Background: an optimization exercise with open tools, aiming at small area, a short achievable clock period and few clock cycles per item. Do not read the settings as production practice. RTL that was checked went through simulation tests only; none was proved equivalent to the original. Only the layout flow was run in run 2; the RTL was not checked for function there.

`run.sh`:
```
#!/bin/bash
# synth_recipe.tcl (not shown) runs the flow's synth.tcl, then flattens the netlist and writes it again
# the make line also repeats each setting of config.mk as NAME=value (left out here)
make -C /OpenROAD-flow-scripts/flow DESIGN_CONFIG=/design/flow/config.mk WORK_HOME=/design/flow/orfs CLKGATE_MAP_FILE= SYNTH_SCRIPT=/design/flow/synth_recipe.tcl finish
```
`config.mk`:
```
export PLATFORM = sky130hd
export DESIGN_NAME = pratica3
export DESIGN_NICKNAME = pratica3
export VERILOG_FILES = /design/flow/design.v
export SDC_FILE = /design/flow/constraint.sdc
export NUM_CORES = 4
export LEC_CHECK = 0
export CAP_MARGIN = 20
export CORE_MARGIN = 2
export CORE_UTILIZATION = 40
export SLEW_MARGIN = 20
```
`constraint.sdc`:
```
create_clock -name core_clock -period 33.0 [get_ports {clock}]
set_input_delay 6.6000 -clock core_clock [delete_from_list [all_inputs] [get_ports {clock}]]
set_output_delay 6.6000 -clock core_clock [all_outputs]
set_load 0.01 [all_outputs]
```
`design.v`:
```
module mux(R1, R2, R3, R4, R5, R6, R7, RegAddr, RegOut);
	input [15:0]R1, R2, R3, R4, R5, R6, R7;
	input [2:0]RegAddr;
	output reg [15:0]RegOut;
  always@(*)
  begin
    case(RegAddr)
      3'b001: RegOut = R1;
      3'b010: RegOut = R2;
      3'b011: RegOut = R3;
      3'b100: RegOut = R4;
      3'b101: RegOut = R5;
      3'b110: RegOut = R6;
      3'b111: RegOut = R7;
      default: RegOut = 16'd0;    
    endcase
  end
endmodule
module BancoRegistradores(clock, reset, data, address, write, R1, R2, R3, R4, R5, R6, R7);
	input clock, reset;
	input [15:0]data;
	input write;
	input [2:0]address;
	output reg[15:0]R1,R2,R3,R4,R5,R6,R7;
	always@(posedge clock)
	begin
		if(reset)
		begin
		  R1 <= 1; R2 <= 1; R3 <= 1; R4 <= 2; R5 <= 0; R6 <= 1; R7 <= 0;
		end
		else if(write==1'b1)
		begin
		  if(address == 3'b001)
			 R1 <= data;
		  if(address == 3'b010)
			 R2 <= data;
		  if(address == 3'b011)
			 R3 <= data;
		  if(address == 3'b100)
			 R4 <= data;
		  if(address == 3'b101)
			 R5 <= data;
		  if(address == 3'b110)
			 R6 <= data;
		  if(address == 3'b111)
			 R7 <= data;
		end
	end
endmodule
module FilaInstrucao(clock, reset, inValid, inInstr, inReady, outLiberado, instructionOut, disponibilidade);
  input clock, reset, inValid, disponibilidade;
  input [15:0] inInstr;
  output inReady;
  output reg outLiberado;
  output reg[15:0]instructionOut;
  assign inReady = ~outLiberado | disponibilidade;
	always @ (posedge clock)
	begin
	  if(reset)
	    outLiberado <= 1'b0;
	  else if(inReady)
	  begin
	    outLiberado <= inValid;
	    if(inValid)
	      instructionOut <= inInstr;
	  end
	end
endmodule
module UnidadeFuncional(clock, reset, iIn, opIn, Vj, Vk, instructionIn, instructionOut, done, out, disponivelUnidadeFuncional);
	input clock, reset, iIn;
	input [3:0] opIn;
	input [15:0] Vj, Vk;
	input [2:0] instructionIn;
	output done;
	output reg [15:0] out;
	output reg [2:0] instructionOut;
	output disponivelUnidadeFuncional;
	reg busy, Latencia;
	reg [15:0] result;
	always @(*)
	begin
		case(opIn)
			4'b0000: result = Vj + Vk;
			4'b0001: result = Vj - Vk;
			4'b0100: result = Vj * Vk;
			4'b0101: result = (Vk == 16'd0) ? 16'hFFFF : Vj / Vk;
			default: result = 16'd0;
		endcase
	end
	assign disponivelUnidadeFuncional = ~busy;
	assign done = busy & ~Latencia;
	always @(posedge clock)
	begin
		if(reset)
			busy <= 1'b0;
		else if(iIn && !busy)
		begin
			busy <= 1'b1;
			Latencia <= (opIn == 4'b0100 || opIn == 4'b0101);
			instructionOut <= instructionIn;
			out <= result;
		end
		else if(busy)
		begin
			if(Latencia)
				Latencia <= 1'b0;
			else
				busy <= 1'b0;
		end
	end
endmodule
module estacaoReserva(instruction, Clock, reset, enableInstr, R1, R2, R3, R4, R5, R6, R7,
                      disponivel, write, address, data, busyAny);
   input[15:0] R1, R2, R3, R4, R5, R6, R7;
   input Clock, reset, enableInstr;
   input [15:0] instruction;
   output disponivel;
   output write;
   output [2:0] address;
   output [15:0] data;
   output busyAny;
   reg [7:1] Busy;
   reg [7:1] Disp;
   reg [3:0] OP [7:1];
   reg [2:0] Dst [7:1];
   reg [15:0] Vj [7:1];
   reg [15:0] Vk [7:1];
   reg [2:0] Qj [7:1];
   reg [2:0] Qk [7:1];
   reg [2:0] regList [7:1];
   wire [15:0] regY, regX;
   wire [2:0] ry = instruction[9:7];
   wire [2:0] rx = instruction[6:4];
   wire [2:0] rz = instruction[12:10];
   wire [3:0] opc = instruction[3:0];
   wire isArith = (opc == 4'b0000 || opc == 4'b0001 || opc == 4'b0100 || opc == 4'b0101) && (rz != 3'b000);
   wire cdbValid;
   wire [2:0] cdbTag;
   wire [15:0] cdbVal;
   wire disponivelUF;
   assign disponivel = ~&Busy;
   assign busyAny = |Busy;
   wire issue = enableInstr & disponivel;
   wire alloc = issue & isArith;
   reg [2:0] freeTag;
   integer j;
   always @(*)
   begin
      freeTag = 3'd0;
      for(j=7; j>=1; j=j-1)
         if(!Busy[j]) freeTag = j;
   end
   mux SelecRy(R1, R2, R3, R4, R5, R6, R7, ry, regY);
   mux SelecRx(R1, R2, R3, R4, R5, R6, R7, rx, regX);
   wire [2:0] tagY = (ry == 3'b000) ? 3'd0 : regList[ry];
   wire [2:0] tagX = (rx == 3'b000) ? 3'd0 : regList[rx];
   wire fwdY = cdbValid && tagY != 3'd0 && tagY == cdbTag;
   wire fwdX = cdbValid && tagX != 3'd0 && tagX == cdbTag;
   wire [2:0] newQj = fwdY ? 3'd0 : tagY;
   wire [2:0] newQk = fwdX ? 3'd0 : tagX;
   wire [15:0] newVj = fwdY ? cdbVal : regY;
   wire [15:0] newVk = fwdX ? cdbVal : regX;
   reg [2:0] selTag;
   integer i;
   always @(*)
   begin
      selTag = 3'd0;
      for(i=1; i<=7; i=i+1)
         if(Busy[i] && !Disp[i] && Qj[i] == 3'd0 && Qk[i] == 3'd0) selTag = i;
   end
   wire dispatch = disponivelUF && selTag != 3'd0;
   wire [3:0] selOp = (selTag == 3'd0) ? 4'd0 : OP[selTag];
   wire [15:0] selVj = (selTag == 3'd0) ? 16'd0 : Vj[selTag];
   wire [15:0] selVk = (selTag == 3'd0) ? 16'd0 : Vk[selTag];
   UnidadeFuncional UnFuncional(Clock, reset, dispatch, selOp, selVj, selVk, selTag,
                                cdbTag, cdbValid, cdbVal, disponivelUF);
   wire [2:0] wbDst = (cdbTag == 3'd0) ? 3'd0 : Dst[cdbTag];
   assign address = wbDst;
   assign data = cdbVal;
   assign write = cdbValid && wbDst != 3'd0 && regList[wbDst] == cdbTag;
   integer k;
   always @(posedge Clock)
   begin
      if(reset)
      begin
         Busy <= 7'd0;
         Disp <= 7'd0;
         for(k=1; k<=7; k=k+1)
            regList[k] <= 3'd0;
      end
      else
      begin
         for(k=1; k<=7; k=k+1)
         begin
            if(alloc && rz == k)
               regList[k] <= freeTag;
            else if(cdbValid && regList[k] == cdbTag)
               regList[k] <= 3'd0;
            if(alloc && freeTag == k)
            begin
               Busy[k] <= 1'b1;
               Disp[k] <= 1'b0;
               OP[k] <= opc;
               Dst[k] <= rz;
               Qj[k] <= newQj;
               Qk[k] <= newQk;
               Vj[k] <= newVj;
               Vk[k] <= newVk;
            end
            else if(Busy[k])
            begin
               if(cdbValid && cdbTag == k)
                  Busy[k] <= 1'b0;
               if(dispatch && selTag == k)
                  Disp[k] <= 1'b1;
               if(cdbValid && Qj[k] != 3'd0 && Qj[k] == cdbTag)
               begin
                  Qj[k] <= 3'd0;
                  Vj[k] <= cdbVal;
               end
               if(cdbValid && Qk[k] != 3'd0 && Qk[k] == cdbTag)
               begin
                  Qk[k] <= 3'd0;
                  Vk[k] <= cdbVal;
               end
            end
         end
      end
   end
endmodule
module CDB(clock, reset, instr_valid, instr, instr_ready, idle,
           R1, R2, R3, R4, R5, R6, R7);
  input clock, reset, instr_valid;
  input [15:0] instr;
  output instr_ready, idle;
  output [15:0] R1, R2, R3, R4, R5, R6, R7;
  wire [15:0] instructionNext, CDBIn;
  wire instructionNextUsando, disponibilidade, busyAny;
  wire [2:0] address;
  wire wEnable;
  FilaInstrucao fila(clock, reset, instr_valid, instr, instr_ready,
                     instructionNextUsando, instructionNext, disponibilidade);
  estacaoReserva controleFuncional(instructionNext, clock, reset, instructionNextUsando,
                                   R1, R2, R3, R4, R5, R6, R7,
                                   disponibilidade, wEnable, address, CDBIn, busyAny);
  BancoRegistradores bancoRegistradores(clock, reset, CDBIn, address, wEnable,
                                        R1, R2, R3, R4, R5, R6, R7);
  assign idle = ~instructionNextUsando & ~busyAny;
endmodule
module pratica3(clock, reset, instr_valid, instr, instr_ready, idle,
                R1, R2, R3, R4, R5, R6, R7);
	input clock, reset;
	input instr_valid;
	input [15:0] instr;
	output instr_ready, idle;
	output [15:0] R1, R2, R3, R4, R5, R6, R7;
	CDB cdb(clock, reset, instr_valid, instr, instr_ready, idle,
	        R1, R2, R3, R4, R5, R6, R7);
endmodule
```
==> results.yml, run 1 <==
yosys:
  syn_area_per_cell_um2: 8.95
  yosysWarnings: 54
  syn-cell-area_um2: 36400
  synthMuxAreaShare_pct: 7.64
  synth_top_cell_by_area: "edfxtp_1"
  synth_fa_ha_area_share_pct: 11.5
  yosys-top-cells-area: "edfxtp_1, dfxtp_1, nor2_1"
  synth_top_area_share_pct: 28.7
  synthXorXnorAreaFrac_pct: 4.14
  synthArstFlopShare_pct: 0
  seq_area_frac_synth_pct: 36.9
  synthFlopType: "edfxtp_1"
  yosysMostFrequentCell: "nor2_1"
  synth_simple_gate_area_share_pct: 19.2
  synth_compound_area_share_pct: 16.3
  ys_top_cells_by_count: "nor2_1, nand2_1, edfxtp_1"
  ys_seq_elements: 497
  yosysUniqueCellTypes: 103
  synth_cells: 4071
  syn_nets: 4376
  synth_top_family_by_area: "simple AND/OR/NAND/NOR gates"
  synth_edf_count: 348
setup_path:
  crit_required_ns: 33.33
  criticalPathCategory: "flip-flop to flip-flop"
  arrival_ns: 31.67
  reg2regPathDepth: 162
  start_kind: "flip-flop"
  crit_start: "cdb.controleFuncional.Qk[5][0]$_SDFFCE_PN0P_"
  r2r-start: "cdb.controleFuncional.Qk[5][0]$_SDFFCE_PN0P_"
  cp-end-kind: "flip-flop"
  critPathMaxFanout: 8
  worst_path_largest_cell_delay_ns: 0.64
  r2r-end: "cdb.controleFuncional.UnFuncional.out[0]$_DFFE_PP_"
  path_common_cell: "o21a_1"
  r2r_slack_ns: 1.66
  cpMaxStageDelayCell: "or4_4"
finish:
  final_nets: 4822
  fin_util_pct: 49.3
  drive_gt1_share_pct: 18.4
  syn_to_final_growth_pct: 22.0
  diodes: 0
timing:
  post-route-period-util_pct: 95.0
  tightest_slew_ns: 1.19
  holdWs_ns: 0.509
  clock.fmax_mhz: 31.9
  setup_viol: 0
  fin_setup_tns_ns: 0
  fin_skew_ns: 0.0219
  final.min_clock_period_ns: 31.34
  slew_headroom_pct: 20.3
  slew_viol_final: 0
  finalHoldViolCount: 0
global_routing:
  grt_pass1_vias: 32400
  grtUsageTotal_pct: 27.6
  grt_pass1_wl_um: 200000
  antenna_found_initial: 2
  overflow: 0
  grt_max_degree: 98
drt:
  drcViolationCount: 0
  drtIter0Drc: 3068
  detail-route-antenna-nets: 0
  via_per_inst: 5.83
  wl_per_cell_um: 23.0
  wl_um: 132000
  vias: 33420
  dr.pass1.iters: 7
clock_tree:
  cts_sinks: 497
  cts_tree: "yes"
  clkLatencyLatePin_ns: 0.61
  clk_pin_slew_worst_paths_ns: 0.06
  clockRootBuffer: "clkbuf_16"
  numCtsBuffers: 50
  cts_buffer_depth: 3
  htreeDepth: 2
  ctsHoldBuffers: 0
placement:
  io_buffers: 129
  dpl.hpwl_um: 95300
  gp_congestion: 0.966
job:
  maxCapViolCount: 0
outcome:
  status: "complete, no violations"
die:
  core_area_um2: 90100
  fp-row-count: 110
  die_area_um2: 93500
  io_pins: 133
  initial_core_util_pct: 40.4
  die_h_um: 306
  die_width_um: 306
hold_path:
  min_from: "cdb.controleFuncional.Disp[2]$_SDFFE_PP0P_"
  min_path_type: "flip-flop to flip-flop"
  hold_depth: 2
  worstHoldEndpoint: "cdb.controleFuncional.Disp[2]$_SDFFE_PP0P_"
[state kept, by name (all words and copies together), names as in the netlist, 3 cells and up]
signal,cells
cdb.controleFuncional.Vj,112
cdb.controleFuncional.Vk,112
cdb.controleFuncional.OP,28
cdb.controleFuncional.Dst,21
cdb.controleFuncional.Qj,21
cdb.controleFuncional.Qk,21
cdb.controleFuncional.regList,21
cdb.bancoRegistradores.R1,16
cdb.bancoRegistradores.R2,16
cdb.bancoRegistradores.R3,16
cdb.bancoRegistradores.R4,16
cdb.bancoRegistradores.R5,16
cdb.bancoRegistradores.R6,16
cdb.bancoRegistradores.R7,16
cdb.controleFuncional.UnFuncional.out,16
cdb.fila.instructionOut,13
cdb.controleFuncional.Busy,7
cdb.controleFuncional.Disp,7
cdb.controleFuncional.UnFuncional.instructionOut,3
[per-layer routing]
layer	vias up	GRT usage [%]	share of wire [%]
met5	-	0	0.0099
li1	15480	-	-
met2	1450	45.9	47
met1	16192	36.6	41
met4	2	10.5	4.2
met3	296	3.76	7.8
[kinds of logic after synthesis]
family	after synthesis
xor+xnor	169
simple gates	1590
flops	497
compound gates	874
fa+ha+maj	286
buf+inv	421
mux	234
[per-stage QoR]
stage               instance area [um2]  cells  setup slack [ns]
floorplan                         36400   4071             0.431
global placement                  41900   5598           0.00480
detailed placement                41900   5598            -0.205
CTS                               43600   5696            0.0224
global route                      44500   5734            -0.182
finish                            44500   5734              1.66
[layout make-up]
class	count	area (um2)
Inverter	181	684
Tap cell	1176	1470
Timing Repair Buffer	634	5100
Clock inverter	24	264
Multi-Input combinational cell	3153	22100
Sequential cell	497	13400
Clock buffer	69	1390
Fill cell	8569	45700
[worst max path at each step]
| stage | to | depth (start not counted) |
|---|---|---|
| 2_1_floorplan | cdb.controleFuncional.UnFuncional.out[0]$_DFFE_PP_ | 165 |
| 3_3_place_gp | cdb.controleFuncional.UnFuncional.out[0]$_DFFE_PP_ | 162 |
| 3_5_place_dp | cdb.controleFuncional.UnFuncional.out[0]$_DFFE_PP_ | 163 |
| 4_1_cts | cdb.controleFuncional.UnFuncional.out[0]$_DFFE_PP_ | 159 |
| 5_1_grt | cdb.controleFuncional.UnFuncional.out[0]$_DFFE_PP_ | 161 |
| 6_report | cdb.controleFuncional.UnFuncional.out[0]$_DFFE_PP_ | 162 |
[layout by cell type (no fill, tap or decap), drive strengths merged, types with 62 or more instances in the layout]
cell type      Yosys  layout
nor3              99      99
mux2i            143     143
buf               46     506
nand3             82      82
edfxtp           348     348
dfxtp            149     149
nor2             746     746
xnor2            120     120
o21ai            196     196
fa                81      81
mux2              62      62
a21oi            193     193
clkdlybuf4s50      0     128
nand2            403     403
clkbuf           194      69
ha               205     205
inv              178     179
[worst max-delay path: cells and delay by family, from the launching register on]
kind | cells | cell delay (ns)
AOI/OAI and AO/OA | 94 | 17.02
and+or+nand+nor | 38 | 6.65
adders and majority gates | 15 | 4.25
buffers and inverters | 12 | 1.80
muxes | 3 | 0.82
DFF | 1 | 0.44
[what timing repair did]
| action | CTS | global route |
|---|---|---|
| resized for setup | 5 | 121 |
| pin swaps | 3 | 73 |
| buffers inserted | 5 | 38 |
| endpoints found under the setup margin | 1 | 2 |
Testbench counts, summed over its fixed seeds: cycles 28,783, items 12,000.
==> run 2: changes to the inputs <==
==> design.v (replaced) <==
module mux(R1, R2, R3, R4, R5, R6, R7, RegAddr, RegOut);
	input [15:0]R1, R2, R3, R4, R5, R6, R7;
	input [2:0]RegAddr;
	output reg [15:0]RegOut;
  always@(*)
  begin
    case(RegAddr)
      3'b001: RegOut = R1;
      3'b010: RegOut = R2;
      3'b011: RegOut = R3;
      3'b100: RegOut = R4;
      3'b101: RegOut = R5;
      3'b110: RegOut = R6;
      3'b111: RegOut = R7;
      default: RegOut = 16'd0;    
    endcase
  end
endmodule
module BancoRegistradores(clock, reset, data, address, write, R1, R2, R3, R4, R5, R6, R7);
	input clock, reset;
	input [15:0]data;
	input write;
	input [2:0]address;
	output reg[15:0]R1,R2,R3,R4,R5,R6,R7;
	always@(posedge clock)
	begin
		if(reset)
		begin
		  R1 <= 1; R2 <= 1; R3 <= 1; R4 <= 2; R5 <= 0; R6 <= 1; R7 <= 0;
		end
		else if(write==1'b1)
		begin
		  if(address == 3'b001)
			 R1 <= data;
		  if(address == 3'b010)
			 R2 <= data;
		  if(address == 3'b011)
			 R3 <= data;
		  if(address == 3'b100)
			 R4 <= data;
		  if(address == 3'b101)
			 R5 <= data;
		  if(address == 3'b110)
			 R6 <= data;
		  if(address == 3'b111)
			 R7 <= data;
		end
	end
endmodule
module FilaInstrucao(clock, reset, inValid, inInstr, inReady, valid, instrOut, done);
  input clock, reset, inValid, done;
  input [15:0] inInstr;
  output inReady;
  output reg valid;
  output reg [12:0] instrOut;
  assign inReady = ~valid | done;
  always @(posedge clock)
  begin
    if(reset)
      valid <= 1'b0;
    else if(inReady)
      valid <= inValid;
    if(inReady)
      instrOut <= inInstr[12:0];
  end
endmodule
module UnidadeFuncional(clock, reset, valid, op, rz, Y, X, done, we, result);
	input clock, reset, valid;
	input [3:0] op;
	input [2:0] rz;
	input [15:0] Y, X;
	output done, we;
	output reg [15:0] result;
	wire isAdd = (op == 4'b0000);
	wire isSub = (op == 4'b0001);
	wire isMul = (op == 4'b0100);
	wire isDiv = (op == 4'b0101);
	reg [1:0] cnt;
	reg [15:0] rem;
	reg [11:0] quo;
	wire last = (cnt == 2'd3);
	assign done = ~isDiv | last;
	assign we = valid & (rz != 3'd0) & (isAdd | isSub | isMul | (isDiv & last));
	wire [16:0] sumW = {Y, 1'b1} + {X ^ {16{isSub}}, isSub};
	wire [15:0] prod = Y * X;
	reg [3:0] ybits;
	always @(*)
	begin
		case(cnt)
			2'd0: ybits = Y[15:12];
			2'd1: ybits = Y[11:8];
			2'd2: ybits = Y[7:4];
			default: ybits = Y[3:0];
		endcase
	end
	reg [15:0] r;
	reg [16:0] t, d;
	reg [3:0] qb;
	integer b;
	always @(*)
	begin
		r = (cnt == 2'd0) ? 16'd0 : rem;
		for(b=3; b>=0; b=b-1)
		begin
			t = {r, ybits[b]};
			d = t - {1'b0, X};
			qb[b] = ~d[16];
			r = d[16] ? t[15:0] : d[15:0];
		end
	end
	always @(*)
	begin
		if(isMul)
			result = prod;
		else if(isDiv)
			result = {quo, qb};
		else
			result = sumW[16:1];
	end
	always @(posedge clock)
	begin
		if(reset)
			cnt <= 2'd0;
		else if(valid & isDiv)
			cnt <= cnt + 2'd1;
		rem <= r;
		quo <= {quo[7:0], qb};
	end
endmodule
module pratica3(clock, reset, instr_valid, instr, instr_ready, idle,
                R1, R2, R3, R4, R5, R6, R7);
	input clock, reset;
	input instr_valid;
	input [15:0] instr;
	output instr_ready, idle;
	output [15:0] R1, R2, R3, R4, R5, R6, R7;
	wire        v;
	wire [12:0] ir;
	wire        done;
	wire        we;
	wire [15:0] result;
	wire [15:0] regY, regX;
	FilaInstrucao fila(clock, reset, instr_valid, instr, instr_ready, v, ir, done);
	mux SelecRy(R1, R2, R3, R4, R5, R6, R7, ir[9:7], regY);
	mux SelecRx(R1, R2, R3, R4, R5, R6, R7, ir[6:4], regX);
	UnidadeFuncional uf(clock, reset, v, ir[3:0], ir[12:10], regY, regX, done, we, result);
	BancoRegistradores banco(clock, reset, result, ir[12:10], we,
	                         R1, R2, R3, R4, R5, R6, R7);
	assign idle = ~v;
endmodule
==> results.yml, run 2 <==
drt:
  vias: 14804
  detail-route-antenna-nets: 0
  via_per_inst: 5.76
  dr.pass1.iters: 5
  wl_um: 53900
  drtIter0Drc: 1066
  wl_per_cell_um: 20.9
  drcViolationCount: 0
yosys:
  synth_cells: 1937
  yosys-top-cells-area: "dfxtp_1, fa_1, ha_1"
  syn_area_per_cell_um2: 8.24
  ys_seq_elements: 156
  synth_top_area_share_pct: 17.9
  seq_area_frac_synth_pct: 20.4
  ys_top_cells_by_count: "nor2_1, nand2_1, inv_1"
  yosysMostFrequentCell: "nor2_1"
  yosysWarnings: 4
  syn_nets: 2173
  synthArstFlopShare_pct: 0
  synth_top_cell_by_area: "dfxtp_1"
  synthFlopType: "dfxtp_1"
  yosysUniqueCellTypes: 86
  synth_edf_count: 13
  syn-cell-area_um2: 16000
setup_path:
  worst_path_largest_cell_delay_ns: 0.68
  cpMaxStageDelayCell: "o41ai_1"
  start_kind: "flip-flop"
  r2r_slack_ns: 17.12
  r2r-end: "banco.R7[0]$_SDFFE_PP0P_"
  criticalPathCategory: "flip-flop to flip-flop"
  setup.worst_path.end: "banco.R7[0]$_SDFFE_PP0P_"
  reg2regPathDepth: 53
  crit_required_ns: 33.34
  path_common_cell: "ha_1"
  critPathMaxFanout: 35
  arrival_ns: 16.21
  r2r-start: "fila.instrOut[9]$_DFFE_PP_"
  crit_start: "fila.instrOut[9]$_DFFE_PP_"
  cp-end-kind: "flip-flop"
clock_tree:
  htreeDepth: 4
  clkLatencyLatePin_ns: 0.44
  ctsHoldBuffers: 0
  cts_tree: "yes"
  numCtsBuffers: 17
  cts_buffer_depth: 2
  clockRootBuffer: "clkbuf_16"
  clk_pin_slew_worst_paths_ns: 0.07
  post_cts_buffers: 0
  cts_resized: 0
  cts_sinks: 156
hold_path:
  min_from: "uf.quo[6]$_DFF_P_"
  min_path_type: "flip-flop to flip-flop"
global_routing:
  overflow: 0
  grt_pass1_vias: 14387
  grt_max_degree: 89
  antenna_found_initial: 1
  grt_pass1_wl_um: 83900
  grtUsageTotal_pct: 26.2
outcome:
  status: "complete, no violations"
timing:
  rsz0062_at_grt: "no"
  finalHoldViolCount: 0
  fin_skew_ns: 0.0162
  slew_viol_final: 0
  post-route-period-util_pct: 48.1
  final.min_clock_period_ns: 15.88
  fin_setup_tns_ns: 0
  slew_headroom_pct: 34.7
  clock.fmax_mhz: 63.0
  setup_viol: 0
  layout_setup_ws_ns: 17.12
  tightest_slew_ns: 0.979
job:
  maxCapViolCount: 0
die:
  initial_core_util_pct: 40.4
  die_width_um: 204
  core_area_um2: 39500
  die_h_um: 204
  fp-row-count: 73
  die_area_um2: 41500
  io_pins: 133
finish:
  final_nets: 2270
  syn_to_final_growth_pct: 15.8
  layout_commonest_cell: "nor2_1"
  fin_util_pct: 46.8
  drive_gt1_share_pct: 8.84
  multi_input_area_um2: 11700
  regArea_um2: 3250
  diodes: 0
  final_cell_mix: "nor2_1, nand2_1, inv_1, dfxtp_1, ha_1"
  fillers: 3846
placement:
  dpl.hpwl_um: 39900
  place_ws_ns: 17.47
  io_buffers: 129
  gp_congestion: 0.902
-- run 2: cell count changes after synthesis, sizes merged, moves of 56 or more --
cell / delta
a211oi: +62
a21oi: -98
clkbuf: -125
edfxtp: -335
ha: -72
mux2i: -111
nand2: -205
nor2: -506
nor3: -56
o21ai: -126
-- run 2: worst min path at each step --
| stage | endpoint | slack (ns) | cells after the start |
|---|---|---|---|
| floorplan | uf.quo[4]$_DFF_P_ | 0.33 | 0 |
| global placement | uf.quo[11]$_DFF_P_ | 0.34 | 0 |
| detailed placement | uf.quo[10]$_DFF_P_ | 0.34 | 0 |
| CTS | uf.quo[10]$_DFF_P_ | 0.35 | 0 |
| global route | uf.quo[10]$_DFF_P_ | 0.36 | 0 |
| finish | uf.quo[10]$_DFF_P_ | 0.35 | 0 |
-- run 2: cell type report --
cell class	instances	area share, %
Multi-Input combinational cell	1516	63.2
Clock buffer	19	2.51
Sequential cell	156	17.6
Tap cell	525	3.55
Clock inverter	13	0.907
Inverter	168	3.41
Timing Repair Buffer	175	8.84
-- run 2: stage by stage --
stage	area, um2	hold WS [ns]	std cells
2_1_floorplan	16000	0.331	1937
3_3_place_gp	17900	0.336	2540
3_5_place_dp	17900	0.336	2540
4_1_cts	18500	0.351	2572
5_1_grt	18500	0.360	2572
6_report	18500	0.351	2572
-- run 2: metal layers --
layer | part of all wire [%] | up-vias | GRT usage [%]
li1 | - | 6954 | -
met1 | 44 | 7166 | 35.4
met2 | 46 | 583 | 41.8
met3 | 7.6 | 101 | 4.65
met4 | 3.3 | 0 | 9.36
met5 | 0 | - | 0
-- run 2: critical path, delay by kind of cell (launching register included) --
family,cells,cell delay [ns]
AOI/OAI and AO/OA,21,6.04
and+or+nand+nor,14,3.36
buffers and inverters,7,2.27
adders and majority gates,5,1.76
muxes,4,1.65
DFF,1,0.33
xor gates and xnor gates,2,0.30
-- run 2: logic make-up (layout without fill, tap and decap cells) --
| group | count (synthesis) | after routing | synth area share, % |
|---|---|---|---|
| compound gates | 434 | 434 | 18.6 |
| xor+xnor | 113 | 113 | 6.47 |
| fa+ha+maj | 217 | 217 | 21.0 |
| buf+inv | 265 | 375 | 6.48 |
| flops | 156 | 156 | 20.4 |
| mux | 108 | 108 | 9.00 |
| simple gates | 644 | 644 | 18.1 |

[static timing again, ports no longer ideal]
The flow's constraints put no driver on any port. The routed layouts listed below were extracted and timed again, unchanged, in two steps. Step 1 (the two cells are an assumption about what drives the block):
set clk [get_ports {clock}]
set_driving_cell -lib_cell sky130_fd_sc_hd__clkbuf_16 $clk
set_driving_cell -lib_cell sky130_fd_sc_hd__buf_2 [delete_from_list [all_inputs] $clk]
Step 2 also shifts input and output timing later by t, the mid clock arrival at the registers, as if the neighbouring blocks saw the same clock. a / b / c = no drivers / after step 1 / after step 2; a / b = the first two.
run | t, ns | slack for setup (ns) | worst setup path after step 2
run 1 | 0.655 | 1.659 / 1.659 / 1.659 | register to register
run 2 | 0.487 | 17.125 / 17.125 / 17.125 | register to register
After both steps setup and hold are still met in every run listed.
